Source: an optimization exercise on an open RTL-to-GDS flow (aim: small area, a short achievable clock period and few clock cycles per item). Production flows keep margins and buffers that such runs may drop.
Only simulation tests tie the RTL to the original design; equivalence was not proved.
Power is estimated from default activity; no workload was simulated.

## flow/design.v (module list and top-level ports; edited modules follow where they fit)
// module mant_l1: 1501 lines
// module mant_l2: 300 lines
// module mant_pipe: 16 lines
// module single_prec_mult: 34 lines
module single_prec_mult
  (
    input  wire        clk,
    input  wire        reset,
    input  wire        start,
    input  wire [31:0] a,
    input  wire [31:0] b,
    output wire [31:0] product,
    output reg         mult_done
  );
  // ...
==> flow/flow/run.sh <==
#!/bin/bash
# Standard layout with two changes:
#  - the port buffers are buf_2 cells rather than the resizer's default pick
#    (a slow delay buffer);
#  - after the standard synthesis, polarity.py flips full adders (which are
#    self-dual) to remove inverters between them; registers are untouched.
set -euo pipefail
export BUFFER_PORTS_ARGS="-buffer_cell sky130_fd_sc_hd__buf_2"
R="$PWD/orfs/results/$FLOW_PLATFORM/single_prec_mult/base"
bash standard.sh "$R/1_2_yosys.v" > synth.log 2>&1
python3 flow/polarity.py "$R/1_2_yosys.v" "$R/1_2_yosys.pol.v" > polarity.log 2>&1
cp "$R/1_2_yosys.v" "$R/1_2_yosys.std.v"
mv "$R/1_2_yosys.pol.v" "$R/1_2_yosys.v"
bash standard.sh > standard.log 2>&1
==> flow/flow/polarity.py <==
#!/usr/bin/env python3
"""Remove inverters around full adders in a mapped sky130 netlist.

A full adder is self-dual: FA(~a,~b,~c) = (~sum, ~cout).  So a full adder may be
replaced by the same cell fed with the complements of its inputs, its outputs then
carrying the complements.  This picks, by local search, which full adders to flip
so that fewest signals need an inverted copy, and rebuilds the inverters: one
inverter per signal whose inverted copy some load still needs.  Everything else
in the netlist (registers included) is kept as it is.

usage: polarity.py IN.v OUT.v
"""
import re, sys, collections

src = open(sys.argv[1]).read()
m = re.search(r'^(module .*?;\n)(.*)^endmodule', src, re.S | re.M)
head, body = m.group(1), m.group(2)
inst_re = re.compile(r'^\s*(sky130_fd_sc_hd__\w+)\s+(\S+)\s*\((.*?)\);\n', re.S | re.M)
decls = []
cells = []
pos = 0
for mm in inst_re.finditer(body):
    pre = body[pos:mm.start()]
    decls.append(pre)
    pins = [(p, n.strip()) for p, n in re.findall(r'\.(\w+)\(([^()]*)\)', mm.group(3))]
    cells.append([mm.group(1), mm.group(2), pins])
    pos = mm.end()
tail = body[pos:]
decl_txt = ''.join(decls)
assert 'assign' not in decl_txt and 'assign' not in tail, 'assign statements not handled'

OUTPINS = {'X', 'Y', 'Q', 'Q_N', 'SUM', 'COUT', 'HI', 'LO'}
def is_inv(t):
    return re.match(r'sky130_fd_sc_hd__(clk)?inv_\d+$', t) is not None
def is_fa(t):
    return re.match(r'sky130_fd_sc_hd__fa_\d+$', t) is not None

ports_out = set()
for mm in re.finditer(r'^\s*output\s+(\[(\d+):(\d+)\]\s+)?(\S+);', head + decl_txt, re.M):
    name = mm.group(4)
    if mm.group(1):
        hi, lo = int(mm.group(2)), int(mm.group(3))
        for i in range(min(hi, lo), max(hi, lo) + 1):
            ports_out.add('%s[%d]' % (name, i))
    else:
        ports_out.add(name)

driver = {}
for ci, (t, n, pins) in enumerate(cells):
    for p, net in pins:
        if p in OUTPINS:
            driver[net] = (ci, p)
invs = set(ci for ci, c in enumerate(cells) if is_inv(c[0]))
fas = [ci for ci, c in enumerate(cells) if is_fa(c[0])]

def base_of(net):
    par = 0
    seen = 0
    while net in driver and driver[net][0] in invs:
        ci = driver[net][0]
        net = dict(cells[ci][2])['A']
        par ^= 1
        seen += 1
        assert seen < 100
    return net, par

# loads: every input pin of a non-inverter cell, plus output ports driven through inverters
loads = []   # (cell index or None, pin, base, parity)
for ci, (t, n, pins) in enumerate(cells):
    if ci in invs:
        continue
    for pi, (p, net) in enumerate(pins):
        if p in OUTPINS:
            continue
        if net.startswith("1'") or net == '':
            continue
        b, par = base_of(net)
        loads.append((ci, pi, b, par))
# output ports driven by inverters need a load entry too
port_loads = []
for net in ports_out:
    if net in driver and driver[net][0] in invs:
        b, par = base_of(net)
        port_loads.append((net, b, par))

fixed = set()
for ci in fas:
    for p, net in cells[ci][2]:
        if p in ('SUM', 'COUT') and net in ports_out:
            fixed.add(ci)
fa_set = set(fas)
flip = collections.defaultdict(int)

by_base = collections.defaultdict(list)
for L in loads:
    by_base[L[2]].append(L)
for net, b, par in port_loads:
    by_base[b].append((None, net, b, par))
cell_bases = collections.defaultdict(set)   # bases touching an FA (as load or driver)
for b, Ls in by_base.items():
    for L in Ls:
        if L[0] is not None and L[0] in fa_set:
            cell_bases[L[0]].add(b)
    if b in driver and driver[b][0] in fa_set:
        cell_bases[driver[b][0]].add(b)

def need_inv(b):
    d = flip[driver[b][0]] if b in driver and driver[b][0] in fa_set else 0
    for ci, pi, bb, par in by_base[b]:
        f = flip[ci] if ci is not None and ci in fa_set else 0
        if par ^ f ^ d:
            return 1
    return 0

def cost_around(ci):
    return sum(need_inv(b) for b in cell_bases[ci])

before = sum(need_inv(b) for b in by_base)
changed = True
passes = 0
while changed and passes < 50:
    changed = False
    passes += 1
    for ci in fas:
        if ci in fixed:
            continue
        c0 = cost_around(ci)
        flip[ci] ^= 1
        c1 = cost_around(ci)
        if c1 < c0:
            changed = True
        else:
            flip[ci] ^= 1
# simulated annealing from the greedy result (deterministic seed)
import random, math
rng = random.Random(1)
cur = sum(need_inv(b) for b in by_base)
best = cur; best_flip = dict(flip)
free = [c for c in fas if c not in fixed]
T = 2.0
for it in range(200000):
    ci = free[rng.randrange(len(free))]
    c0 = cost_around(ci)
    flip[ci] ^= 1
    c1 = cost_around(ci)
    dlt = c1 - c0
    if dlt <= 0 or rng.random() < math.exp(-dlt / T):
        cur += dlt
        if cur < best:
            best = cur; best_flip = dict(flip)
    else:
        flip[ci] ^= 1
    T = max(0.05, 2.0 * (1 - it / 150000.0))
flip = collections.defaultdict(int, best_flip)
after = sum(need_inv(b) for b in by_base)

# rebuild
newcells = []
inv_net = {}
extra_wires = []
cnt = [0]
def inverted(b):
    if b not in inv_net:
        cnt[0] += 1
        nn = '_pol_n%d_' % cnt[0]
        extra_wires.append(nn)
        inv_net[b] = nn
        newcells.append(['sky130_fd_sc_hd__inv_1', '_pol_i%d_' % cnt[0], [('A', b), ('Y', nn)]])
    return inv_net[b]
load_map = {}
for b, Ls in by_base.items():
    d = flip[driver[b][0]] if b in driver and driver[b][0] in fa_set else 0
    for ci, pi, bb, par in Ls:
        f = flip[ci] if ci is not None and ci in fa_set else 0
        want_inv = par ^ f ^ d
        load_map[(ci, pi)] = inverted(b) if want_inv else b
out_cells = []
port_assign = []
for ci, (t, n, pins) in enumerate(cells):
    if ci in invs:
        continue
    newpins = []
    for pi, (p, net) in enumerate(pins):
        if (ci, pi) in load_map:
            net = load_map[(ci, pi)]
        newpins.append((p, net))
    out_cells.append([t, n, newpins])
# output ports that were driven by inverters: drive them with a buffer-free inverter or direct
for (ci, net), nn in ((k, v) for k, v in load_map.items() if k[0] is None):
    pass
for net, b, par in port_loads:
    d = flip[driver[b][0]] if b in driver and driver[b][0] in fa_set else 0
    if par ^ d:
        cnt[0] += 1
        out_cells.append(['sky130_fd_sc_hd__inv_1', '_pol_o%d_' % cnt[0], [('A', b), ('Y', net)]])
    else:
        cnt[0] += 1
        out_cells.append(['sky130_fd_sc_hd__buf_1', '_pol_o%d_' % cnt[0], [('A', b), ('X', net)]])
out_cells.extend(newcells)

# drop declarations of nets no longer used? keep them (dangling wires are harmless)
o = [head, decl_txt]
for w in extra_wires:
    o.append('  wire %s;\n' % w)
for t, n, pins in out_cells:
    o.append('  %s %s (\n%s\n  );\n' % (t, n, ',\n'.join('    .%s(%s%s)' % (p, net, ' ' if net.startswith('\\') else '') for p, net in pins)))
o.append(tail)
o.append('endmodule\n')
open(sys.argv[2], 'w').write(''.join(o) + src[m.end():])
sys.stderr.write('polarity: %d FAs, %d flipped, inverters %d -> %d (old inverter cells %d), %d passes\n'
                 % (len(fas), sum(flip[c] for c in fas), before, after, len(invs), passes))
==> flow/standard.sh <==
#!/bin/bash
# synth_recipe.tcl (not shown) runs the flow's synth.tcl, then flattens the netlist and writes it again
# the make line also repeats each setting of config.mk as NAME=value (left out here)
make -C /OpenROAD-flow-scripts/flow DESIGN_CONFIG=/design/flow/config.mk WORK_HOME=/design/flow/orfs CLKGATE_MAP_FILE= SYNTH_SCRIPT=/design/flow/synth_recipe.tcl "${@:-finish}"
==> flow/config.mk <==
export PLATFORM = sky130hd
export DESIGN_NAME = single_prec_mult
export DESIGN_NICKNAME = single_prec_mult
export VERILOG_FILES = /design/flow/design.v
export SDC_FILE = /design/flow/constraint.sdc
export NUM_CORES = 4
export LEC_CHECK = 0
export ABC_AREA = 1
export CAP_MARGIN = 20
export CORE_MARGIN = 2
export CORE_UTILIZATION = 76
export PLACE_DENSITY = 0.86
export SETUP_SLACK_MARGIN = 0.1
export SLEW_MARGIN = 20
==> flow/constraint.sdc <==
create_clock -name core_clock -period 5.0 [get_ports {clk}]
set_input_delay 1.0000 -clock core_clock [delete_from_list [all_inputs] [get_ports {clk}]]
set_output_delay 1.0000 -clock core_clock [all_outputs]
set_load 0.01 [all_outputs]
==> results list, run 1 <==
- Inverter count of the layout excluding clock inverters: about 250
- The startpoint identified for the worst register-to-register timing path is mult_done.
* Number of endpoints with negative hold slack in the final report: 0
* Highest ir drop seen on vdd: slightly below 800 uV
- In the layout the commonest cells are xor2_1, o22ai_1, fa_1.
- The first routing iteration left approximately 2600 violations.
- Summed over all sequential cells, the power is 0.00185 W.
- The flow ran to the end and the layout has no timing, DRC or antenna violations.
* Multi-input gate area in the final layout: between 10000 and 15000 um^2
* Ordered cell list for the critical path: fa_1, ha_1, nand2_1, nor4_2, nand2_1, nand2_2, nand2_2, nand2_4, nand2_2, nand2_2, nand2_2, nand2_4, nand3_1, nand2_1, buf_2
* Share of power burned in the clock network: 0.060
* Fraction of met2 tracks used by global routing: 0.737
- Total number of multi-input combinational cells: 1347
* Post-layout util: 0.855
- Registers represent a cell area share of 0.141.
- Counting buffers and inverters, the worst setup path is 15 cells deep.
- 2 antenna diodes ended up in the layout.
* Worst Path Max Fanout: 31
- Fraction of area in multi-input gates: 0.684
* Most frequent standard cell in the layout excluding fill and tap cells: xor2_1
- Setup total negative slack on the finished layout was measured at 0 ns.
- Clock H-tree levels: 3
- TritonCTS clock tree: yes
- Initial antenna violation count: 2
- For this block, the routed nets add up to 54700 um of wire.
- Number of signal-net buffers in the layout: approximately 240
- The routed design uses 7770 um of met3 wire.
- Pin count of the biggest net entering global routing: between 60 and 70
- The min-delay analysis places its worst path in the category in2async.
- The count of nets left with antenna violations once routing finished came out at 0.
* Final critical-path required period: about 4.7 ns
Testbench counts, summed over its fixed seeds: cycles 2,048, items 2,048.
==> run 2, diff against run 1 <==
--- a/flow/config.mk
+++ b/flow/config.mk
@@ -10,4 +10,4 @@
 export CORE_MARGIN = 2
-export CORE_UTILIZATION = 76
-export PLACE_DENSITY = 0.86
+export CORE_UTILIZATION = 70
+export PLACE_DENSITY = 0.8
 export SETUP_SLACK_MARGIN = 0.1
==> run 2 against run 1 <==
Routed wire length down 1.6%. Critical endpoint is now product[8]. Non-clock buffer count down 17. Die area grew 8.3%. Clock power is 2% higher. Clock-buffer cell count stayed put. Highest routed layer is now met4.
==> results list, run 2 <==
- The detailed placer's ending HPWL is 41900 um (was 42600 um).
* Avg Inst Size Synth: 9.29 um^2 (unchanged)
* Sw power: 0.00648 W (was 0.00660 W)
- The number of sinks driven by the clock tree is 88 (unchanged).
* Fill cell total of the finished layout: 1579 (was 1209)
- The mean number of vias per cell is 6.57 (was 6.81).
- Accumulated negative setup slack: 0 ns (unchanged)
- Fin. max-slew vios: 0 (unchanged)
* Syn nets: 2266 (unchanged)
* Max-Slew Margin vs Limit: 0.349 (was 0.328)
- The via count of the first global-routing pass was 15069 (was 15429).
- The part of the total power dissipated in the clock network is 0.061 (was 0.060).
* Count of non-filler cells in the finished layout: 2243 (was 2222)
- The maximum clock path buffer count is 2 (unchanged).
* Highest Clock Rate: 0.216 GHz (was 0.212 GHz)
* Logic gate share of total power: 0.793 (was 0.795)
- Cell chosen for the clock root: clkbuf_16 (unchanged)
* Post-route fraction of the period consumed by the critical path: 0.927 (was 0.944)
- Class of the tightest hold or removal check: in2async (unchanged)
* Number of remaining DRC errors: 0 (unchanged)
* Post-synthesis cell area: 16900 um^2 (unchanged)
* Global-route total usage across every layer: 0.434 (was 0.478)
* Most used cells in the layout excluding fill and tap cells: xor2_1, o22ai_1, fa_1 (unchanged)
* Pin count of the biggest net entering global routing: 74 (was 63)
* Final setup viols: 0 (unchanged)
- Cell Rows: 56 (was 54)
- RSZ-0062 raised after global routing: no (unchanged).
- Critical Path Sink Type: output pin (unchanged)
- Ys Warns: 2 (unchanged)
* Final antenna-violating net count: 0 (unchanged)
- The number of CTS-inserted buffers came to 9 (unchanged).
* Final weighted congestion of routability-driven global placement: 1.05 (was 1.03)
- Iteration count of the initial detailed-routing pass: 6 (was 13)
- Clock-pin slew on the worst setup and hold paths: 0.07 ns (was 0.08 ns)
- Required time at the endpoint of the critical path: 4.00 ns (about the same)
- The number of buffers inserted by hold repair at cts is 0 (unchanged).
- Count of buffers inserted at the top-level ports: 99 (unchanged)
- Die area: 25400 um^2 (was 23500 um^2)
* Number of placed I/O pins: 100 (unchanged)
* Proportion of total power due to net switching: 0.511 (was 0.517)
- The post-route clock skew came to 0 ns (unchanged).
- Registers with the highest flip-flop counts: mant_pipe.cut_q x77, e_q x8 (unchanged)
- Worst setup path category: reg2out (unchanged)
* Starting density of the core: 0.717 (was 0.776)
- The post-CTS setup repair buffer count was 0 (unchanged).
* Number of cells after detailed placement: 2226 (was 2204)
- Worst path arrival time: 3.63 ns (was 3.72 ns)
* Number of endpoints with negative hold slack in the final report: 0 (unchanged)
- The number of maximum-capacitance constraint violations was 0 (unchanged).
- Slew at the pin closest to its max-slew limit: 0.977 ns (was 1.01 ns)
- Die height: 160 um (was 153 um)
- The worst vdd rail ir drop was 733 uV (was 776 uV).
* Register share of total power: 0.146 (was 0.145)
- The leading cell type in the layout, fill and taps excluded is xor2_1 (unchanged).
- The detailed-route via count is 14728 (was 15130).
- Clock latency on the worst-skew pair: 0.37 ns (was 0.36 ns)
* Detailed Route Iter0 Violations: 1839 (was 2630)
- Gate count of the mapped netlist: 1822 (unchanged)
- Wire length per cell after detailed routing: 24.0 um (was 24.6 um)
* Register name with the most flops: mant_pipe.cut_q (unchanged)
* Worst Path Max Fanout: 19 (was 31)
- Pint: 0.00621 W (was 0.00617 W)
- Share of layout cells above drive strength 1: 0.136 (was 0.144)
- Worst Setup Start Kind: register (unchanged)
- Outcome: finished clean (unchanged)
- Congestion Overflow GR: 0 (unchanged)
* Final-stage net count: 2362 (was 2379)
- Final Routed Wirelength: 53900 um (was 54700 um)
* Die outline width: 160 um (was 153 um)
- The number of flip-flops in the largest register came to 77 (unchanged).
- Lkg Pwr: 8.83 nW (was 8.87 nW)
- The level count of the clock H-tree was 3 (unchanged).
- Global-route wire length before repair: 84700 um (was 85300 um)
- The final critical delay including setup and external delays came to 4.63 ns (was 4.72 ns).
- The number of antenna violations at the first check in global routing was 1 (was 2).
- The clock tree from TritonCTS is yes (unchanged).
- The layout overhead on the synthesized area was 10.5% (was 10.3%).
* Post-cts repair resize count: 0 (unchanged)
* Core Box Area: 23600 um^2 (was 21800 um^2)
* Total power per unit cell area: 679 nW/um^2 (was 684 nW/um^2)
-- run 2: metal layers --
layer	share of wire	vias up	track usage	routed length [um]
met2	0.44	1172	0.665	23800
met1	0.36	7021	0.573	19600
met3	0.14	236	0.139	7680
li1	-	6299	-	-
met4	0.052	0	0.181	2810
met5	0	-	0	0
-- run 2: final timing paths --
check	from	end	slack [ns]	cells after the start
setup / recovery	mant_pipe.cut_q[32]	product[8]	0.37	16
setup reg to reg	mult_done	mult_done	4.22	1
hold reg to reg	mult_done	mult_done	0.48	1
min in group core_clock	mult_done	mult_done	0.48	1
hold / removal	reset	mult_done	0.45	2
max in group asynchronous	reset	mult_done	4.46	2
-- run 2: per-stage QoR --
stage	worst slack, ns	total power [W]	hold WS, ns	utilization	area (um^2)
final	0.365	0.0127	0.447	0.792	18700
after global routing	0.151	0.0140	0.454	0.792	18700
after CTS	0.379	0.0126	0.442	0.792	18700
after detailed placement	0.0614	0.0117	0.457	0.778	18400
after global placement	0.144	0.0111	0.450	0.778	18400
after floorplan	0.120	0.00861	0.512	-	16900
-- run 2: power groups by stage --
| stage | Clock, W | Sequential (W) | Combinational (W) |
|---|---|---|---|
| floorplan | 0 | 0.00181 | 0.00680 |
| global placement | 0 | 0.00185 | 0.00923 |
| detailed placement | 0 | 0.00187 | 0.00986 |
| CTS | 0.000776 | 0.00185 | 0.00995 |
| global route | 0.000799 | 0.00188 | 0.0113 |
| finish | 0.000778 | 0.00185 | 0.0101 |
-- run 2: area by class of cell --
| type | count | area [um^2] | share of cell area |
|---|---|---|---|
| clock buffer | 10 | 229 | 0.0122 |
| sequential | 88 | 2640 | 0.141 |
| tap | 319 | 399 | 0.0213 |
| clock inverter | 6 | 91.3 | 0.00488 |
| multi-input combinational | 1347 | 12800 | 0.682 |
| inverter | 247 | 927 | 0.0496 |
| antenna | 1 | 2.50 | 0.000134 |
| timing repair buffer | 225 | 1660 | 0.0886 |
-- run 2: worst max-delay path, stage by stage, from the launching register on --
cell and delay, ns:
edfxtp_1 0.40, fa_1 0.56, ha_1 0.37, nand2_1 0.12
nor4_2 0.28, nand2_1 0.22, nand2_2 0.13, nand2_2 0.06
nand2_4 0.07, nand2_2 0.07, nand2_2 0.08, nand2_1 0.06
nand2_2 0.21, buf_4 0.29, nand3_1 0.11, nand2_1 0.09
buf_2 0.13
==> run 3, diff against run 2 <==
--- a/flow/config.mk
+++ b/flow/config.mk
@@ -8,3 +8,3 @@
 export ABC_AREA = 1
-export CAP_MARGIN = 20
+export CAP_MARGIN = 10
 export CORE_MARGIN = 2
@@ -12,3 +12,3 @@
 export PLACE_DENSITY = 0.8
-export SETUP_SLACK_MARGIN = 0.1
-export SLEW_MARGIN = 20
+export SETUP_SLACK_MARGIN = 0.0
+export SLEW_MARGIN = 10
==> run 3 against run 2 <==
Worst hold slack improved by 0.019 ns. Routed wire length rose by 1.2%. Clock skew is the same. Sequential share of layout area is essentially flat. Utilization is 0.085 points lower. Fmax barely moved. Combinational power about the same. Critical endpoint is now product[9].
==> results list, run 3 <==
* Pin count of the biggest net entering global routing: 46 (was 74)
- Proportion of total power due to net switching: 0.513 (was 0.511)
- The routability congestion estimate was 1.00 (was 1.05).
- The cell with the biggest individual delay on the critical path is fa_1 (unchanged).
- The detailed-route via count is 14777 (was 14728).
- The number of nets in the layout came to 2353 (was 2362).
- Ordered cell list for the critical path: fa_1, ha_1, nand2_1, nor2_1, nand2_1, nor2_1, nand2_2, nand2_4, nand2_2, nand2_2, nand2_1, nand2_2, buf_4, nand3_1, nand2_1, buf_2 (was fa_1, ha_1, nand2_1, nor4_2, nand2_1, nand2_2, nand2_2, nand2_4, nand2_2, nand2_2, nand2_1, nand2_2, buf_4, nand3_1, nand2_1, buf_2)
- The post-CTS setup repair buffer count is 0 (unchanged).
* Number of remaining DRC errors: 0 (unchanged)
- Number of endpoints with negative hold slack in the final report: 0 (unchanged)
- The number of maximum-capacitance constraint violations is 0 (unchanged).
* Count of buffers inserted at the top-level ports: 99 (unchanged)
* Critical Path Sink Type: output pin (unchanged)
- Final worst setup slack: 0.365 ns (about the same)
- The final critical delay including setup and external delays came to 4.64 ns (was 4.63 ns).
- The register with the most flip-flops is mant_pipe.cut_q (unchanged).
- Highest ir drop seen on vdd: 691 uV (was 733 uV)
- Die height: 160 um (unchanged)
- Cell chosen for the clock root: clkbuf_16 (unchanged)
* Core Box Area: 23600 um^2 (unchanged)
* Congestion Overflow GR: 0 (unchanged)
- The utilization after layout is 0.791 (was 0.792).
- The clock tree from TritonCTS is yes (unchanged).
- Outcome: finished clean (unchanged)
* Cell Rows: 56 (unchanged)
* Required time at the endpoint of the critical path: 4.00 ns (about the same)
* Post-synthesis cell area: 16900 um^2 (unchanged)
* Max FFs per register: 77 (unchanged)
- The layout overhead on the synthesized area came to 10.4% (was 10.5%).
- The mean number of vias per cell came to 6.61 (was 6.57).
* Pint: 0.00618 W (was 0.00621 W)
* Fin. max-slew vios: 0 (unchanged)
- Highest Clock Rate: 0.216 GHz (about the same)
- Number of cells after detailed placement: 2217 (was 2226)
- The count of mapped cells out of synthesis is 1822 (unchanged).
- The via count of the first global-routing pass is 15131 (was 15069).
- The switching power came to 0.00650 W (was 0.00648 W).
- The number of antenna violations at the first check in global routing is 2 (was 1).
- The worst-margin pin slew is 0.888 ns (was 0.977 ns).
- The number of I/O pins was 100 (unchanged).
* Lkg Pwr: 8.80 nW (was 8.83 nW)
- Final setup viols: 0 (unchanged)
- Area after DPL: 18400 um^2 (about the same)
- Critical path's largest stage delay: 0.56 ns (about the same)
- Die area: 25400 um^2 (unchanged)
* Registers with the highest flip-flop counts: mant_pipe.cut_q x77, e_q x8 (unchanged)
* CTS max path bufs: 2 (unchanged)
- Share of power burned in the clock network: 0.058 (was 0.061)
- Accumulated negative setup slack: 0 ns (unchanged)
* Most used cells in the layout excluding fill and tap cells: xor2_1, o22ai_1, fa_1 (unchanged)
* Placement Setup Slack: 0.0778 ns (was 0.0614 ns)
- Register share of total power: 0.146 (about the same)
- The detailed placer's ending HPWL is 41900 um (about the same).
- The effective utilization at floorplan was 0.717 (unchanged).
- Worst Setup Start Kind: register (unchanged)
- Logic gate share of total power: 0.796 (was 0.793)
- Final design instance area without fill: 18700 um^2 (about the same)
* Total power per unit cell area: 678 nW/um^2 (was 679 nW/um^2)
- Most frequent standard cell in the layout excluding fill and tap cells: xor2_1 (unchanged)
- Share of layout cells above drive strength 1: 0.132 (was 0.136)
* Clock latency on the worst-skew pair: 0.36 ns (was 0.37 ns)
* Worst path arrival time: 3.64 ns (was 3.63 ns)
* Wire length per cell after detailed routing: 24.4 um (was 24.0 um)
* R2R depth: 1 (unchanged)
- The sequential cell area is 2640 um^2 (unchanged).
- Worst-case clock skew: 0 ns (unchanged)
- Worst setup path category: reg2out (unchanged)
- The number of sinks driven by the clock tree is 88 (unchanged).
- The count of routing violations after the opening detailed-route iteration is 1901 (was 1839).
* Multi-input gate area in the final layout: 12800 um^2 (about the same)
- RSZ-0062 raised after global routing: no (unchanged)
- The non-filler instance count after layout is 2234 (was 2243).
- Final Routed Wirelength: 54500 um (was 53900 um)
* Die outline width: 160 um (unchanged)
- Avg Inst Size Synth: 9.29 um^2 (unchanged)
* Final antenna-violating net count: 0 (unchanged)
- Post-route fraction of the period consumed by the critical path: 0.927 (about the same)
- Clock-pin slew on the worst setup and hold paths: 0.07 ns (about the same)
- Class of the tightest hold or removal check: in2async (unchanged)
- The number of CTS-inserted buffers is 9 (unchanged).
* Syn nets: 2266 (unchanged)
* Max-Slew Margin vs Limit: 0.407 (was 0.349)
- Iteration count of the initial detailed-routing pass: 8 (was 6)
- The all-layer global routing usage came to 0.439 (was 0.434).
- The number of warnings issued by yosys is 2 (unchanged).
- Clock H-tree levels: 3 (unchanged)
- The fill cell instance count of the final layout is 1566 (was 1579).
- Worst Path Max Fanout: 19 (unchanged)
- The wire length of the first global-routing pass came to 84900 um (was 84700 um).
==> run 3: timing repair <==
action,CTS,global route
hold buffers,0,0
endpoints found under the hold margin,0,0
gates resized for setup,0,1
endpoints found under the setup margin,0,5
==> run 3: layout make-up <==
class                   instances  area share
well taps                     319      0.0214
diodes                          1    0.000134
clock buffers                   9      0.0121
clock inverters                 7     0.00415
flip-flops and latches         88       0.141
inverters                     247      0.0496
repair buffers                216      0.0884
multi-input cells            1347       0.683
==> run 3: power groups by stage <==
stage	logic [W]	registers, W	clock network, W
CTS	0.00996	0.00185	0.000729
floorplan	0.00680	0.00181	0
global placement	0.00919	0.00185	0
global route	0.0113	0.00188	0.000759
detailed placement	0.00987	0.00186	0
finish	0.0101	0.00185	0.000737
==> run 3: path summary, 6_finish.rpt <==
path / start / end / slack (ns)
worst min register to register: mult_done / mult_done / 0.47
max in group asynchronous: reset / mult_done / 4.44
worst min-delay path: reset / mult_done / 0.47
min in group core_clock: mult_done / mult_done / 0.47
worst max register to register: mult_done / mult_done / 4.22
worst max-delay path: mant_pipe.cut_q[32] / product[9] / 0.36
==> run 3: critical path: cells and delay by family (launching register included) <==
kind                       cells  cell delay [ns]
and+or+nand+nor               12             1.56
adders and majority gates      2             0.89
buffers and inverters          2             0.43
DFF                            1             0.40
==> run 3: stage by stage <==
step	power [W]	hold WS (ns)
after floorplan	0.00861	0.512
after global placement	0.0110	0.451
after detailed placement	0.0117	0.461
after CTS	0.0125	0.470
after global routing	0.0140	0.470
final	0.0127	0.467
==> run 3: metal layers <==
layer | track usage | wire length (um) | vias to the layer above
met5 | 0 | 11 | -
li1 | - | - | 6277
met3 | 0.117 | 7620 | 242
met1 | 0.593 | 19700 | 7066
met2 | 0.659 | 23900 | 1190
met4 | 0.223 | 3330 | 2
==> run 4, diff against run 3 <==
--- a/flow/flow/run.sh
+++ b/flow/flow/run.sh
@@ -5,3 +5,4 @@
 #  - after the standard synthesis, polarity.py flips full adders (which are
-#    self-dual) to remove inverters between them; registers are untouched.
+#    self-dual) and swaps XOR/XNOR gates to remove inverters around them;
+#    registers are untouched.
 set -euo pipefail
--- a/flow/flow/polarity.py
+++ b/flow/flow/polarity.py
@@ -1,3 +1,3 @@
 #!/usr/bin/env python3
-"""Remove inverters around full adders in a mapped sky130 netlist.
+"""Remove inverters around full adders and XOR gates in a mapped sky130 netlist.
 
@@ -5,4 +5,5 @@
 replaced by the same cell fed with the complements of its inputs, its outputs then
-carrying the complements.  This picks, by local search, which full adders to flip
-so that fewest signals need an inverted copy, and rebuilds the inverters: one
+carrying the complements.  A 2-input XOR absorbs an inversion of any input or of
+its output by becoming an XNOR (and the other way round).  This picks, by local
+search, which full adders to flip so that fewest signals need an inverted copy, and rebuilds the inverters: one
 inverter per signal whose inverted copy some load still needs.  Everything else
@@ -34,2 +35,6 @@
     return re.match(r'sky130_fd_sc_hd__(clk)?inv_\d+$', t) is not None
+def is_xor(t):
+    return re.match(r'sky130_fd_sc_hd__x(n)?or2_\d+$', t) is not None
+def xor_swap(t):
+    return t.replace('__xor2_', '__XNOR2_').replace('__xnor2_', '__xor2_').replace('__XNOR2_', '__xnor2_')
 def is_fa(t):
@@ -54,2 +59,3 @@
 fas = [ci for ci, c in enumerate(cells) if is_fa(c[0])]
+xors = set(ci for ci, c in enumerate(cells) if is_xor(c[0]))
 
@@ -103,2 +109,3 @@
             cell_bases[L[0]].add(b)
+            # an FA output feeding an xor: the xor's output base is unaffected
     if b in driver and driver[b][0] in fa_set:
@@ -106,9 +113,28 @@
 
+def wants(b):
+    w = set()
+    for ci, pi, bb, par in by_base[b]:
+        if ci is not None and ci in xors:
+            continue
+        f = flip[ci] if ci is not None and ci in fa_set else 0
+        w.add(par ^ f)
+    return w
+
+def out_pol(b):
+    # polarity of the physical net b relative to its original value
+    if b in driver:
+        dc = driver[b][0]
+        if dc in fa_set:
+            return flip[dc]
+        if dc in xors:
+            w = wants(b)
+            return min(w) if len(w) == 1 else 0
+    return 0
+
 def need_inv(b):
-    d = flip[driver[b][0]] if b in driver and driver[b][0] in fa_set else 0
-    for ci, pi, bb, par in by_base[b]:
-        f = flip[ci] if ci is not None and ci in fa_set else 0
-        if par ^ f ^ d:
-            return 1
-    return 0
+    w = wants(b)
+    if b in driver and driver[b][0] in xors:
+        return 1 if len(w) > 1 else 0
+    d = out_pol(b)
+    return 1 if any(x != d for x in w) else 0
 
@@ -170,5 +196,10 @@
 load_map = {}
+xor_fix = collections.defaultdict(int)   # parity of input corrections per xor cell
 for b, Ls in by_base.items():
-    d = flip[driver[b][0]] if b in driver and driver[b][0] in fa_set else 0
+    d = out_pol(b)
     for ci, pi, bb, par in Ls:
+        if ci is not None and ci in xors:
+            load_map[(ci, pi)] = b
+            xor_fix[ci] ^= par ^ d
+            continue
         f = flip[ci] if ci is not None and ci in fa_set else 0
@@ -176,2 +207,8 @@
         load_map[(ci, pi)] = inverted(b) if want_inv else b
+for ci in xors:
+    onet = [net for p, net in cells[ci][2] if p in OUTPINS][0]
+    if xor_fix[ci] ^ out_pol(onet):
+        cells[ci][0] = xor_swap(cells[ci][0])
+        newout = 'Y' if '__xnor2_' in cells[ci][0] else 'X'
+        cells[ci][2] = [((newout if p in ('X', 'Y') else p), net) for p, net in cells[ci][2]]
 out_cells = []
@@ -191,3 +228,3 @@
 for net, b, par in port_loads:
-    d = flip[driver[b][0]] if b in driver and driver[b][0] in fa_set else 0
+    d = out_pol(b)
     if par ^ d:
--- a/flow/config.mk
+++ b/flow/config.mk
@@ -8,3 +8,3 @@
 export ABC_AREA = 1
-export CAP_MARGIN = 10
+export CAP_MARGIN = 20
 export CORE_MARGIN = 2
@@ -12,3 +12,3 @@
 export PLACE_DENSITY = 0.8
-export SETUP_SLACK_MARGIN = 0.0
-export SLEW_MARGIN = 10
+export SETUP_SLACK_MARGIN = 0.1
+export SLEW_MARGIN = 20
==> run 4 against run 3 <==
Worst setup slack lost 0.031 ns. Via count shrank 2.1%. Utilization shrank 0.81 points. Cell count shrank 3.7%. Non-clock buffer count grew 1. Cell area shrank 1.9%. Fmax shrank 0.66%. Largest cell class unchanged. Register-to-register slack is essentially flat. Critical path type is now in2reg. Global-route usage grew 0.62 points. Sequential share of layout area grew 0.27 points. Flip-flop and latch count is the same. Sequential power is essentially flat.
==> results list, run 4 <==
* Most frequent standard cell in the layout excluding fill and tap cells: o22ai_1 (was xor2_1)
- Post-synthesis cell area: 16600 um^2 (was 16900 um^2)
- Initial antenna violation count: 2 (unchanged)
- The path class of the lowest-slack min-delay path is reg2reg (was in2async).
- The number of cells in the design after placement is 2134 (was 2217).
- Required time at the endpoint of the critical path: 5.20 ns (was 4.00 ns)
* Number of clock sinks: 88 (unchanged)
- Area growth, synth to finish: 10.3% (was 10.4%)
- Post-route fraction of the period consumed by the critical path: 0.933 (was 0.927)
- The non-filler instance count after layout came to 2152 (was 2234).
* Vias post-DR: 14466 (was 14777)
- CTS max path bufs: 2 (unchanged)
- Final Routed Wirelength: 53700 um (was 54500 um)
* Max FFs per register: 77 (unchanged)
- RSZ-0062 raised after global routing: no (unchanged).
- The clock root buffer is clkbuf_16 (unchanged).
* Starting density of the core: 0.710 (was 0.717)
* Global-route total usage across every layer: 0.445 (was 0.439)
- Most used cells in the layout excluding fill and tap cells: o22ai_1, fa_1, inv_1 (was xor2_1, o22ai_1, fa_1)
- The number of hold-slack violations in the final timing report is 0 (unchanged).
- The element type at the critical path end is a register (was output pin).
- Startpoint of the worst register-to-register path: mult_done (unchanged)
- Routing usage on met3: 0.127 (was 0.117)
- Worst path arrival time: 4.87 ns (was 3.64 ns)
- The worst-path maximum fanout came to 18 (was 19).
- The level count of the clock H-tree is 3 (unchanged).
* Total power per unit cell area: 671 nW/um^2 (was 678 nW/um^2)
- The worst vdd rail ir drop is 788 uV (was 691 uV).
* Beginning of the critical path: b[1] (was mant_pipe.cut_q[32])
- TritonCTS clock tree: yes (unchanged)
* Outcome: finished clean (unchanged)
- The net count after synthesis was 2182 (was 2266).
- Count of buffers inserted at the top-level ports: 99 (unchanged)
- The die outline area came to 25000 um^2 (was 25400 um^2).
- Worst Hold Launch: mult_done
- Worst-case clock skew: 0 ns (unchanged)
- The vertical die dimension came to 158 um (was 160 um).
- The worst-margin pin slew was 0.973 ns (was 0.888 ns).
- The DRC violation count after routing is 0 (unchanged).
* Share of layout cells above drive strength 1: 0.138 (was 0.132)
* Avg Inst Size Synth: 9.56 um^2 (was 9.29 um^2)
* Fin. max-slew vios: 0 (unchanged)
* Final design instance area without fill: 18300 um^2 (was 18700 um^2)
- Ys Warns: 2 (unchanged)
* Final weighted congestion of routability-driven global placement: 0.976 (was 1.00)
- Clock-pin slew on the worst setup and hold paths: 0.08 ns (was 0.07 ns)
* Final critical-path required period: 4.67 ns (was 4.64 ns)
* Cell Rows: 56 (unchanged)
- The number of I/O pins is 100 (unchanged).
- Via count of the first global-routing pass: 14741 (was 15131)
- The die extent in x was 158 um (was 160 um).
* Met1 global-route usage: 0.591 (was 0.593)
* Final-stage net count: 2270 (was 2353)
- Layer with the highest usage: met2 (unchanged)
* DP HPWL: 41300 um (was 41900 um)
- The clock latency on the worst-skew pair is 0.35 ns (was 0.36 ns).
- The number of iterations in the first detailed-routing pass was 5 (was 8).
- The startpoint type of the worst setup path is a primary input (was register).
* Congestion Overflow GR: 0 (unchanged)
* Wire length per cell after detailed routing: 25.0 um (was 24.4 um)
- Via count normalized by instance count: 6.72 (was 6.61)
- The highest clock rate is 0.214 GHz (was 0.216 GHz).
- The classification of the worst setup path is in2reg (was reg2out).
- Max Cap Viol: 0 (unchanged)
- Gate count of the mapped netlist: 1738 (was 1822)
- The number of CTS-inserted buffers is 9 (unchanged).
- Global-route wire length before repair: 82200 um (was 84900 um)
* Fraction of met2 tracks used by global routing: 0.687 (was 0.659)
* Max-Slew Margin vs Limit: 0.350 (was 0.407)
* Pin count of the biggest net entering global routing: 68 (was 46)
* Post-route worst hold slack: 0.471 ns (was 0.467 ns)
- The post-detailed-placement cell area is 18000 um^2 (was 18400 um^2).
* Register name with the most flops: mant_pipe.cut_q (unchanged)
- Post-CTS Hold Buffers: 0 (unchanged)
* Core Box Area: 23400 um^2 (was 23600 um^2)
* Final setup viols: 0 (unchanged)
* Registers with the highest flip-flop counts: mant_pipe.cut_q x77, e_q x8 (unchanged)
- The post-route setup TNS came to 0 ns (unchanged).
* Buffer count from post-CTS setup fixing: 0 (unchanged)
- Lkg Pwr: 7.91 nW (was 8.80 nW)
- The count of routing violations after the opening detailed-route iteration was 2173 (was 1901).
- Final antenna-violating net count: 0 (unchanged)
-- run 4: per-stage QoR --
stage / total power (W) / setup slack (ns) / utilization
2_1_floorplan: 0.00839 / 0.0294 / -
3_3_place_gp: 0.0108 / 0.143 / 0.771
3_5_place_dp: 0.0114 / 0.0734 / 0.771
4_1_cts: 0.0121 / 0.339 / 0.782
5_1_grt: 0.0136 / 0.132 / 0.783
6_report: 0.0123 / 0.334 / 0.783
-- run 4: repair_timing --
item,4_1_cts,5_1_grt
gates resized for setup,0,3
endpoints found under the setup margin,0,23
hold endpoints to repair,0,0
-- run 4: worst max-delay path, stage by stage --
cell	delay [ns]
buf_2	0.26
nor2_1	0.13
nor2_1	0.15
inv_1	0.07
buf_4	0.21
o22ai_1	0.22
xor2_1	0.23
fa_1	0.47
fa_1	0.52
fa_1	0.44
ha_1	0.29
ha_1	0.27
nand2_1	0.08
nor4_1	0.27
o21ai_0	0.14
o2111ai_1	0.09
-- run 4: path summary, 6_finish.rpt --
kind                                 endpoint  slack [ns]  cells past startpoint
min                                 mult_done        0.47                      1
max in group asynchronous           mult_done        4.42                      2
max                        mant_pipe.cut_q[1]        0.33                     16
max reg2reg                         mult_done        4.23                      1
min reg2reg                         mult_done        0.47                      1
min in group asynchronous           mult_done        0.48                      2
-- run 4: where the power goes --
| part | total (W) | internal [W] | leakage, nW | switching, W |
|---|---|---|---|---|
| logic | 0.00977 | 0.00402 | 6.92 | 0.00575 |
| clock network | 0.000675 | 0.000338 | 0.132 | 0.000336 |
| registers | 0.00185 | 0.00171 | 0.857 | 0.000144 |
-- run 4: layer usage --
layer  vias up  part of all wire
met5         -                 0
met3       275              0.13
li1       6111                 -
met2      1114              0.44
met4         0             0.053
met1      6966              0.37
-- run 4: layout make-up --
type	count	area [um^2]
diodes	3	7.51
clock buffers	9	225
clock inverters	6	43.8
fillers	1644	5070
inverters	163	612
multi-input cells	1347	12800
flip-flops and latches	88	2640
well taps	319	399
repair buffers	217	1640
==> run 5, diff against run 4 <==
--- a/flow/flow/run.sh
+++ b/flow/flow/run.sh
@@ -9,2 +9,3 @@
 export BUFFER_PORTS_ARGS="-buffer_cell sky130_fd_sc_hd__buf_2"
+export RECOVER_POWER=100
 R="$PWD/orfs/results/$FLOW_PLATFORM/single_prec_mult/base"
==> run 5 against run 4 <==
The layout now fails its checks (capacitance limit, slew limit). Combinational power is 0.5% lower. Global-route usage is the same. Routed wire length about the same. Cell count about the same. Sequential share of layout area increased by 0.054 points. Critical path depth down 6. Fmax fell by 2.4%. Sequential power about the same. Clock power increased by 0.6%. Cell area fell by 0.38%. Register-to-register slack worse by 0.02 ns. Clock skew stayed put. Critical path type unchanged. Largest cell class unchanged. Highest routed layer unchanged.
==> results list, run 5 <==
- Congestion Overflow GR: 0 (unchanged)
- CTS Buf Count: 9 (unchanged)
- Core Box Area: 23400 um^2 (unchanged)
* CTS max path bufs: 2 (unchanged)
- The number of maximum-capacitance constraint violations was 1 (was 0).
* Cell type with the highest occurrence count on the critical path: fa_1 (unchanged)
* Cell chosen for the clock root: clkbuf_16 (unchanged)
- Register share of total power: 0.151 (about the same)
- RSZ-0062 raised after global routing: no (unchanged).
- Pint: 0.00600 W (was 0.00606 W)
* Buf+Inv Stages, Crit Path: 3 (unchanged)
- Critical path's largest stage delay: 0.56 ns (was 0.52 ns)
- The number of setup violations in the final report came to 0 (unchanged).
- The setup slack of the worst register-to-register path is 4.21 ns (was 4.23 ns).
- Registers with the highest flip-flop counts: mant_pipe.cut_q x77, e_q x8 (unchanged)
- Number of cells on the critical path: 10 (was 16)
* Detailed Route Iter0 Violations: 2083 (was 2173)
- Max-Slew Margin vs Limit: -1.50 (was 0.350)
- The cell row count is 56 (unchanged).
- The net count after synthesis was 2182 (unchanged).
* Final weighted congestion of routability-driven global placement: 0.976 (unchanged)
* Outcome: finished with violations (was finished clean)
- The effective utilization at floorplan was 0.710 (unchanged).
* Register name with the most flops: mant_pipe.cut_q (unchanged)
- Class of the tightest hold or removal check: in2async (was reg2reg)
* Worst setup path category: in2reg (unchanged)
- The multi-input combinational cell area is 12800 um^2 (about the same).
- The level count of the clock H-tree is 3 (unchanged).
* TritonCTS clock tree: yes (unchanged)
- The mean number of vias per cell is 6.73 (was 6.72).
- Setup crit end: mant_pipe.cut_q[31] (was mant_pipe.cut_q[1])
- Most frequent standard cell in the layout excluding fill and tap cells: o22ai_1 (unchanged)
- The power density normalized to cell area came to 671 nW/um^2 (about the same).
* Avg Inst Size Synth: 9.56 um^2 (unchanged)
* Beginning of the critical path: a[21] (was b[1])
* Pin count of the biggest net entering global routing: 68 (unchanged)
- Routing usage on met3: 0.127 (unchanged)
* Fraction of met2 tracks used by global routing: 0.687 (unchanged)
- The number of hold-slack violations in the final timing report came to 0 (unchanged).
- The number of warnings issued by yosys came to 2 (unchanged).
* Global-route total usage across every layer: 0.445 (unchanged)
- The largest delay contributor family on the critical path is adder cells (unchanged).
* Number of clock sinks: 88 (unchanged)
* Clock-pin slew on the worst setup and hold paths: 0.07 ns (was 0.08 ns)
* Endpoint of the lowest-slack register-to-register path: mult_done (unchanged)
- The post-layout total power is 0.0122 W (was 0.0123 W).
- Final critical-path required period: 4.78 ns (was 4.67 ns)
* Area of all sequential standard cells: 2640 um^2 (unchanged)
* Proportion of total power due to net switching: 0.510 (was 0.507)
- Worst-case clock skew: 0 ns (unchanged)
* Gate count of the mapped netlist: 1738 (unchanged)
- The critical register-to-register path startpoint is mult_done (unchanged).
* Layer with the highest usage: met2 (unchanged)
- Global-route wire length before repair: 82200 um (unchanged)
- Final antenna-violating net count: 0 (unchanged)
* Count of buffers inserted at the top-level ports: 99 (unchanged)
* Lkg Pwr: 7.80 nW (was 7.91 nW)
- The vertical die dimension is 158 um (unchanged).
- Final Routed Wirelength: 53700 um (about the same)
- Via count of the first global-routing pass: 14741 (unchanged)
* Share of power burned in the clock network: 0.055 (about the same)
* Worst path arrival time: 4.89 ns (was 4.87 ns)
- The detailed-route via count is 14473 (was 14466).
* Area growth, synth to finish: 9.91% (was 10.3%)
- The number of cells traversed by the worst register-to-register path came to 1 (unchanged).
* Slew at the pin closest to its max-slew limit: 3.75 ns (was 0.973 ns)
- The utilization after layout came to 0.780 (was 0.783).
* Iteration count of the initial detailed-routing pass: 6 (was 5)
- Ordered cell list for the critical path: clkbuf_1, inv_1, clkbuf_1, o22ai_1, xor2_1, fa_1, fa_1, fa_1, fa_1, fa_1 (was buf_2, nor2_1, nor2_1, inv_1, buf_4, o22ai_1, xor2_1, fa_1, fa_1, fa_1, ha_1, ha_1, nand2_1, nor4_1, o21ai_0, o2111ai_1)
- Final-stage net count: 2270 (unchanged)
* Die outline width: 158 um (unchanged)
- The detailed-route wire length per cell is 24.9 um (was 25.0 um).
- The clock latency on the worst-skew pair was 0.35 ns (about the same).
- Highest ir drop seen on vdd: 790 uV (was 788 uV)
* Met1 global-route usage: 0.591 (unchanged)
* Max FFs per register: 77 (unchanged)
- The highest clock rate came to 0.209 GHz (was 0.214 GHz).
- The DRC violation count after routing was 0 (unchanged).
- Share of layout cells above drive strength 1: 0.120 (was 0.138)
- Fill cell total of the finished layout: 1676 (was 1644)
- Critical Path Sink Type: register (unchanged)
- The detailed placer's ending HPWL was 41300 um (unchanged).
* Required time at the endpoint of the critical path: 5.10 ns (was 5.20 ns)
- Post-route fraction of the period consumed by the critical path: 0.956 (was 0.933)
- Layout check failures: capacitance limit, slew limit
* Accumulated negative setup slack: 0 ns (unchanged)
- Sw power: 0.00625 W (was 0.00623 W)
- The netlist area before placement was 16600 um^2 (unchanged).
- Fin. max-slew vios: 68 (was 0)
- Critical-path top delay cell: clkbuf_1 (was fa_1)
- Most used cells in the layout excluding fill and tap cells: o22ai_1, fa_1, inv_1 (unchanged).
- The number of antenna violations at the first check in global routing is 2 (unchanged).
- Worst Setup Start Kind: primary input (unchanged)
- The logic gate share of total power is 0.793 (was 0.795).
- The die outline area was 25000 um^2 (unchanged).
* Number of placed I/O pins: 100 (unchanged)
- Worst Path Max Fanout: 13 (was 18)
## run 5: worst min path at each step
| stage | startpoint | endpoint | slack, ns | cells past startpoint |
|---|---|---|---|---|
| after floorplan | mult_done | mult_done | 0.51 | 1 |
| after global placement | mult_done | mult_done | 0.45 | 1 |
| after detailed placement | mult_done | mult_done | 0.46 | 1 |
| after CTS | mult_done | mult_done | 0.47 | 1 |
| after global routing | reset | mult_done | 0.49 | 2 |
| final | reset | mult_done | 0.48 | 2 |
## run 5: routing by layer
layer | up-vias | share of wire
met1 | 6895 | 0.37
met4 | 0 | 0.058
li1 | 6113 | -
met3 | 279 | 0.14
met2 | 1186 | 0.44
met5 | - | 0
## run 5: repair_timing
item | 4_1_cts | 5_1_grt
endpoints found under the setup margin | 0 | 23
hold buffers | 0 | 0
setup buffers | 0 | 0
resized for setup | 0 | 3
## run 5: stage by stage
stage	cell area, um^2	cells	setup WS (ns)	hold slack [ns]
after floorplan	16600	1738	0.0294	0.512
after global placement	18000	2134	0.143	0.448
after CTS	18300	2149	0.339	0.471
after detailed placement	18000	2134	0.0734	0.456
after global routing	18300	2149	0.0774	0.493
final	18300	2151	0.218	0.475
## run 5: cell type report
class / instances / area share
tap: 319 / 0.0219
clock inverter: 6 / 0.00240
multi-input combinational: 1347 / 0.699
clock buffer: 9 / 0.0123
inverter: 163 / 0.0335
timing repair buffer: 217 / 0.0863
sequential: 88 / 0.144
antenna: 2 / 0.000274
## run 5: power by group through the flow
stage                     combinational (W)  sequential [W]  clock [W]
after global placement              0.00894         0.00184          0
after detailed placement            0.00953         0.00187          0
final                               0.00972         0.00185   0.000679
after CTS                           0.00960         0.00185   0.000670
after floorplan                     0.00659         0.00181          0
after global routing                 0.0109         0.00188   0.000711
==> run 6, diff against run 5 <==
--- a/flow/flow/run.sh
+++ b/flow/flow/run.sh
@@ -9,3 +9,2 @@
 export BUFFER_PORTS_ARGS="-buffer_cell sky130_fd_sc_hd__buf_2"
-export RECOVER_POWER=100
 R="$PWD/orfs/results/$FLOW_PLATFORM/single_prec_mult/base"
--- a/flow/config.mk
+++ b/flow/config.mk
@@ -11,2 +11,3 @@
 export CORE_UTILIZATION = 70
+export CTS_BUF_LIST = sky130_fd_sc_hd__clkbuf_8
 export PLACE_DENSITY = 0.8
==> run 6 against run 5 <==
The run now finishes clean. Cell count barely moved. Sequential power about the same. Via count down 0.57%. Register-to-register slack hardly changed. Total power is 0.97% lower. Critical path type is now reg2out. Critical endpoint is now product[0].
==> results list, run 6 <==
- The routability congestion estimate was 0.976 (unchanged).
* Register-to-register path setup slack: 4.22 ns (was 4.21 ns)
* Critical path's largest stage delay: 0.56 ns (about the same)
- The number of iterations in the first detailed-routing pass was 9 (was 6).
- RSZ-0062 raised after global routing: no (unchanged)
- The level count of the clock H-tree came to 3 (unchanged).
* Met3 Routed Length: 7180 um (was 7490 um)
- The worst-path maximum fanout is 12 (was 13).
* Max FFs per register: 77 (unchanged)
* Global-route total usage across every layer: 0.443 (was 0.445)
- DP HPWL: 41300 um (unchanged)
- Wire length per cell after detailed routing: 24.7 um (was 24.9 um)
* Proportion of total power due to net switching: 0.513 (was 0.510)
* Vias post-DR: 14390 (was 14473)
- The headroom to the max-slew limit is 0.350 (was -1.50).
- Highest ir drop seen on vdd: 791 uV (was 790 uV)
- Highest Clock Rate: 0.213 GHz (was 0.209 GHz)
- Met2 wire length: 23500 um (was 23400 um)
* Number of remaining DRC errors: 0 (unchanged)
- Core Box Area: 23400 um^2 (unchanged)
- The number of maximum-capacitance constraint violations was 0 (was 1).
- Post-synthesis cell area: 16600 um^2 (unchanged)
- Number of endpoints with negative hold slack in the final report: 0 (unchanged)
- Final-stage net count: 2270 (unchanged)
* Registers with the highest flip-flop counts: mant_pipe.cut_q x77, e_q x8 (unchanged)
* Share of layout cells above drive strength 1: 0.138 (was 0.120)
* R2R depth: 1 (unchanged)
- The switching power came to 0.00622 W (was 0.00625 W).
- The critical register-to-register path startpoint was mult_done (unchanged).
* Count of non-filler cells in the finished layout: 2150 (was 2151)
- Syn nets: 2182 (unchanged)
- The final critical delay including setup and external delays was 4.70 ns (was 4.78 ns).
- The mean number of vias per cell is 6.69 (was 6.73).
- Clock latency on the worst-skew pair: 0.39 ns (was 0.35 ns)
- Cell type with the highest occurrence count on the critical path: nand2_2 (was fa_1)
* Total power per unit cell area: 666 nW/um^2 (was 671 nW/um^2)
* Critical Path Sink Type: output pin (was register)
- Pin count of the biggest net entering global routing: 68 (unchanged)
- Number of placed I/O pins: 100 (unchanged)
- Count of buffers inserted at the top-level ports: 99 (unchanged)
- Final Routed Wirelength: 53200 um (was 53700 um)
* Detailed Route Iter0 Violations: 1870 (was 2083)
- Register share of total power: 0.152 (was 0.151)
- Endpoint of the lowest-slack register-to-register path: mult_done (unchanged)
- The maximum clock path buffer count was 2 (unchanged).
- The vertical die dimension is 158 um (unchanged).
* Accumulated negative setup slack: 0 ns (unchanged)
- The wire length of the first global-routing pass was 81700 um (was 82200 um).
- Cell Rows: 56 (unchanged)
* Number of cells after detailed placement: 2134 (unchanged)
- Pint: 0.00591 W (was 0.00600 W)
* Class of the tightest hold or removal check: in2async (unchanged)
- Most used cells in the layout excluding fill and tap cells: o22ai_1, fa_1, inv_1 (unchanged).
- Lkg Pwr: 7.87 nW (was 7.80 nW)
- CTS Buf Count: 9 (unchanged)
* Number of clock sinks: 88 (unchanged)
- Ordered cell list for the critical path: fa_1, ha_1, nand2_1, nor4_2, nand2_1, nand2_2, nand2_2, nand2_4, nand2_2, nand2_2, nand2_2, nand2_4, buf_4, nand3_1, nand2_1, buf_2 (was clkbuf_1, inv_1, clkbuf_1, o22ai_1, xor2_1, fa_1, fa_1, fa_1, fa_1, fa_1)
* Setup crit end: product[0] (was mant_pipe.cut_q[31])
* Area growth, synth to finish: 9.72% (was 9.91%)
- Outcome: finished clean (was finished with violations).
- The final critical-path share of the clock period is 0.940 (was 0.956).
* Worst-case clock skew: 0 ns (unchanged)
- Fin. max-slew vios: 0 (was 68)
- The number of antenna violations at the first check in global routing was 3 (was 2).
- The effective utilization at floorplan is 0.710 (unchanged).
- Final setup viols: 0 (unchanged)
* Slew at the pin closest to its max-slew limit: 0.973 ns (was 3.75 ns)
- The uppermost layer routed was met5 (was met4).
* Avg Inst Size Synth: 9.56 um^2 (unchanged)
- Register name with the most flops: mant_pipe.cut_q (unchanged)
- The data arrival at the endpoint of the critical path is 3.70 ns (was 4.89 ns).
- Beginning of the critical path: mant_pipe.cut_q[32] (was a[21])
- Congestion Overflow GR: 0 (unchanged)
* Most frequent standard cell in the layout excluding fill and tap cells: o22ai_1 (unchanged)
- Met1 wire length: 19800 um (was 19600 um)
* Final antenna-violating net count: 0 (unchanged)
- The die outline area was 25000 um^2 (unchanged).
- Die outline width: 158 um (unchanged)
- The startpoint type of the worst setup path is a register (was primary input).
- Worst setup path category: reg2out (was in2reg)
* Critical-path top delay cell: fa_1 (was clkbuf_1)
* Share of power burned in the clock network: 0.041 (was 0.055)
- The clock tree from TritonCTS is yes (unchanged).
- The data required time of the critical path came to 4.00 ns (was 5.10 ns).
- Ys Warns: 2 (unchanged)
- Via count of the first global-routing pass: 14775 (was 14741)
* Cell chosen for the clock root: clkbuf_8 (was clkbuf_16)
- Post-route worst hold slack: 0.436 ns (was 0.475 ns)
- Clock-pin slew on the worst setup and hold paths: 0.10 ns (was 0.07 ns)
- Gate count of the mapped netlist: 1738 (unchanged)
* Logic gate share of total power: 0.806 (was 0.793)
run 6: metrics by stage:
step	instance area (um^2)	setup slack, ns	power, W	utilization
after floorplan	16600	0.0294	0.00839	-
after global placement	18000	0.143	0.0108	0.771
after detailed placement	18000	0.0734	0.0114	0.771
after CTS	18200	0.286	0.0120	0.778
after global routing	18200	0.107	0.0134	0.779
final	18200	0.301	0.0121	0.779
run 6: worst min-delay path by stage:
stage               slack, ns  cells after the start   endpoint
floorplan                0.51                      1  mult_done
finish                   0.44                      2  mult_done
CTS                      0.44                      2  mult_done
detailed placement       0.46                      1  mult_done
global placement         0.45                      1  mult_done
global route             0.44                      2  mult_done
run 6: cell type report:
cell class,instances,area (um^2)
Clock inverter,6,43.8
Timing Repair Buffer,217,1640
Fill cell,1664,5170
Multi-Input combinational cell,1347,12800
Sequential cell,88,2640
Tap cell,319,399
Inverter,163,612
Antenna cell,1,2.50
Clock buffer,9,124
run 6: per-layer routing:
| metal | global-route usage | vias to the layer above |
|---|---|---|
| li1 | - | 6107 |
| met1 | 0.584 | 6958 |
| met2 | 0.680 | 1091 |
| met3 | 0.132 | 232 |
| met4 | 0.199 | 2 |
| met5 | 0 | - |
run 6: power by group through the flow:
stage	Clock, W	Sequential, W	Combinational [W]
finish	0.000502	0.00185	0.00978
global route	0.000530	0.00188	0.0110
CTS	0.000498	0.00185	0.00961
detailed placement	0	0.00187	0.00953
global placement	0	0.00184	0.00894
floorplan	0	0.00181	0.00659
run 6: what timing repair did:
item                                    in CTS  in global routing
hold buffers                                 0                  0
buffers inserted                             0                  0
gates resized for setup                      0                  4
endpoints found under the setup margin       0                 31
run 6: worst max-delay path, delay by kind of cell, from the launching register on:
family,cells,cell delay [ns]
and+or+nand+nor,12,1.56
adders and majority gates,2,0.92
DFF,1,0.43
buffers and inverters,2,0.38
==> run 7, diff against run 6 <==
--- a/flow/config.mk
+++ b/flow/config.mk
@@ -11,3 +11,3 @@
 export CORE_UTILIZATION = 70
-export CTS_BUF_LIST = sky130_fd_sc_hd__clkbuf_8
+export CTS_BUF_LIST = sky130_fd_sc_hd__clkbuf_4 sky130_fd_sc_hd__clkbuf_8
 export PLACE_DENSITY = 0.8
==> run 7 against run 6 <==
Still clean on timing, DRC and antenna. Register-to-register slack about the same. Non-clock buffer count unchanged. Clock skew unchanged. Largest cell class unchanged. Highest routed layer unchanged.
==> results list, run 7 <==
- Post-CTS Hold Buffers: 0 (unchanged)
- Endpoint of the lowest-slack register-to-register path: mult_done (unchanged)
- The routability congestion estimate came to 0.976 (unchanged).
* Final-stage net count: 2270 (unchanged)
* Placement Setup Slack: 0.0734 ns (unchanged)
- The critical register-to-register path startpoint is mult_done (unchanged).
- Final antenna-violating net count: 0 (unchanged)
- Critical-path top delay cell: fa_1 (unchanged)
- Met3 Routed Length: 7180 um (unchanged)
- Die area: 25000 um^2 (unchanged)
* Congestion Overflow GR: 0 (unchanged)
* Count of buffers inserted at the top-level ports: 99 (unchanged)
- Register name with the most flops: mant_pipe.cut_q (unchanged)
- The layout overhead on the synthesized area came to 9.72% (unchanged).
- The number of iterations in the first detailed-routing pass was 9 (unchanged).
- The uppermost layer routed is met5 (unchanged).
* Share of power burned in the clock network: 0.041 (about the same)
* Number of remaining DRC errors: 0 (unchanged)
- The leakage component of the power is 7.87 nW (unchanged).
- Slew at the pin closest to its max-slew limit: 0.973 ns (unchanged)
- Number of endpoints with negative hold slack in the final report: 0 (unchanged)
- Highest ir drop seen on vdd: 791 uV (unchanged)
* Worst-case clock skew: 0 ns (unchanged)
- Critical path's largest stage delay: 0.56 ns (about the same)
- CTS Buf Count: 9 (unchanged)
- The area of the core was 23400 um^2 (unchanged).
* CTS max path bufs: 2 (unchanged)
- The clock edge transition at the registers on the reported setup and hold paths came to 0.10 ns (about the same).
- Delay-heaviest family, CP: simple AND/OR/NAND/NOR gates (unchanged)
* Buffer count from post-CTS setup fixing: 0 (unchanged)
* Most used cells in the layout excluding fill and tap cells: o22ai_1, fa_1, inv_1 (unchanged)
- The level count of the clock H-tree came to 3 (unchanged).
- DP HPWL: 41300 um (unchanged)
- Most frequent standard cell in the layout excluding fill and tap cells: o22ai_1 (unchanged)
* Ys Warns: 2 (unchanged)
* Proportion of total power due to net switching: 0.513 (unchanged)
- Worst Path Max Fanout: 12 (unchanged)
- Clock latency on the worst-skew pair: 0.39 ns (about the same)
- Global-route wire length before repair: 81700 um (unchanged)
- The clock tree from TritonCTS is yes (unchanged).
* Worst setup path category: reg2out (unchanged)
- Cell chosen for the clock root: clkbuf_8 (unchanged)
* Buf+Inv Stages, Crit Path: 2 (unchanged)
- The data arrival at the endpoint of the critical path is 3.70 ns (about the same).
- Number of placed I/O pins: 100 (unchanged)
- The share of power burned in registers came to 0.152 (about the same).
- The wire length after detailed routing came to 53200 um (unchanged).
- The logic gate share of total power came to 0.806 (about the same).
- The setup slack of the worst register-to-register path was 4.22 ns (about the same).
- The count of routing violations after the opening detailed-route iteration is 1870 (unchanged).
- Post-synthesis cell area: 16600 um^2 (unchanged)
* Die outline width: 158 um (unchanged)
- Ordered cell list for the critical path: fa_1, ha_1, nand2_1, nor4_2, nand2_1, nand2_2, nand2_2, nand2_4, nand2_2, nand2_2, nand2_2, nand2_4, buf_4, nand3_1, nand2_1, buf_2 (unchanged)
- The path class of the lowest-slack min-delay path is in2async (unchanged).
- The non-filler instance count after layout is 2150 (unchanged).
* Max Cap Viol: 0 (unchanged)
* Area after DPL: 18000 um^2 (unchanged)
- Registers with the highest flip-flop counts: mant_pipe.cut_q x77, e_q x8 (unchanged)
* Power after layout: 0.0121 W (unchanged)
- The detailed-route via count came to 14390 (unchanged).
- The fraction of layout instances using a drive strength above 1 came to 0.138 (unchanged).
- The data required time of the critical path came to 4.00 ns (about the same).
- The met1 routed wirelength after detailed routing came to 19800 um (unchanged).
- The switching power came to 0.00622 W (unchanged).
- The number of cells in the design after placement was 2134 (unchanged).
* Gate count of the mapped netlist: 1738 (unchanged)
* Max FFs per register: 77 (unchanged)
- Avg Inst Size Synth: 9.56 um^2 (unchanged)
* Final setup viols: 0 (unchanged)
* Max-Slew Margin vs Limit: 0.350 (unchanged)
* Pint: 0.00591 W (unchanged)
* Worst Setup Start Kind: register (unchanged)
- Cell Rows: 56 (unchanged)
- The met2 wire length is 23500 um (unchanged).
- The highest clock rate is 0.213 GHz (unchanged).
- The number of sinks driven by the clock tree is 88 (unchanged).
- Final critical-path required period: 4.70 ns (unchanged)
* Global-route total usage across every layer: 0.443 (unchanged)
* RSZ-0062 raised after global routing: no (unchanged)
- The final-report max-slew violation count was 0 (unchanged).
- The element type at the critical path end is an output pin (unchanged).
- The post-route setup TNS is 0 ns (unchanged).
- The net count after synthesis came to 2182 (unchanged).
- The via count of the first global-routing pass came to 14775 (unchanged).
- Outcome: finished clean (unchanged).
* Starting density of the core: 0.710 (unchanged)
* Initial antenna violation count: 3 (unchanged)
* Via count normalized by instance count: 6.69 (unchanged)
- Total power per unit cell area: 666 nW/um^2 (unchanged)
* Final design instance area without fill: 18200 um^2 (unchanged)
- Die height: 158 um (unchanged)
- The detailed-route wire length per cell was 24.7 um (unchanged).
* R2R depth: 1 (unchanged)
* Pin count of the biggest net entering global routing: 68 (unchanged)
* Final worst setup slack: 0.301 ns (unchanged)
- The critical path's most frequent cell is nand2_2 (unchanged).
- The final critical-path share of the clock period was 0.940 (unchanged).
-- run 7: cell counts in the layout (fill, tap and decap cells not counted) --
Identical to the previous run, type by type.
-- run 7: layer usage --
metal	vias to the layer above	global-route usage
li1	6107	-
met5	-	0
met1	6958	0.584
met4	2	0.199
met2	1091	0.680
met3	232	0.132
-- run 7: power groups by stage --
stage                     combinational, W  sequential [W]  clock, W
after floorplan                    0.00659         0.00181         0
after global placement             0.00894         0.00184         0
after detailed placement           0.00953         0.00187         0
after CTS                          0.00961         0.00185  0.000498
after global routing                0.0110         0.00188  0.000530
final                              0.00978         0.00185  0.000502
-- run 7: final cells by class --
type,instances,area [um^2]
diodes,1,2.50
flip-flops and latches,88,2640
fillers,1664,5170
inverters,163,612
clock buffers,9,124
clock inverters,6,43.8
well taps,319,399
multi-input cells,1347,12800
repair buffers,217,1640
-- run 7: worst max path at each step --
| stage | from | end | depth (start not counted) |
|---|---|---|---|
| floorplan | b[21] | mant_pipe.cut_q[45] | 14 |
| global placement | b[9] | mant_pipe.cut_q[52] | 13 |
| detailed placement | b[1] | mant_pipe.cut_q[1] | 16 |
| CTS | mant_pipe.cut_q[32] | product[0] | 16 |
| global route | mant_pipe.cut_q[32] | product[0] | 16 |
| finish | mant_pipe.cut_q[32] | product[0] | 16 |
-- run 7: repair_timing --
action | in CTS | in global routing
endpoints found under the hold margin | 0 | 0
setup endpoints to repair | 0 | 31
resized for setup | 0 | 4
-- run 7: stage by stage --
step / utilization / hold slack [ns]
floorplan: - / 0.512
global placement: 0.771 / 0.448
detailed placement: 0.771 / 0.456
CTS: 0.778 / 0.439
global route: 0.779 / 0.444
finish: 0.779 / 0.436

## afterwards: timing with drivers on the ports
The flow's constraints put no driver on any port. The routed layouts listed below were extracted and timed again, unchanged, in two steps. Step 1 assumes that a clkbuf_16 drives the clock port and a buf_2 every other input. Step 2 adds t to the input delays and takes it off the output delays; t is the mean of the earliest and latest rising clock arrival at the registers after step 1. Input paths then give back, and output paths get back, about the clock's delay inside the block. a / b / c = ideal / step 1 / step 2; a / b = the first two.
run | t, ns | slack for setup (ns) | latest minus earliest clock arrival (ns) | worst register clock-pin slew, ns | worst data-port slew with drivers (ns)
run 1 | 0.409 | 0.282 / 0.233 / -0.074 | 0.018 / 0.018 | 0.08 / 0.08 | 0.07
run 2 | 0.413 | 0.365 / 0.317 / 0.008 | 0.009 / 0.008 | 0.07 / 0.07 | 0.09
run 3 | 0.409 | 0.365 / 0.318 / -0.015 | 0.008 / 0.008 | 0.08 / 0.08 | 0.07
run 4 | 0.404 | 0.334 / 0.303 / -0.053 | 0.016 / 0.016 | 0.08 / 0.08 | 0.08
run 5 | 0.404 | 0.218 / 0.211 / -0.161 | 0.017 / 0.017 | 0.08 / 0.08 | 0.07
run 6 | 0.437 | 0.301 / 0.258 / -0.048 | 0.026 / 0.026 | 0.12 / 0.12 | 0.08
run 7 | 0.437 | 0.301 / 0.258 / -0.048 | 0.026 / 0.026 | 0.12 / 0.12 | 0.08
The setup slack of run 4, which loses most, moves by -0.031 ns with the drivers and by -0.387 ns with both steps.
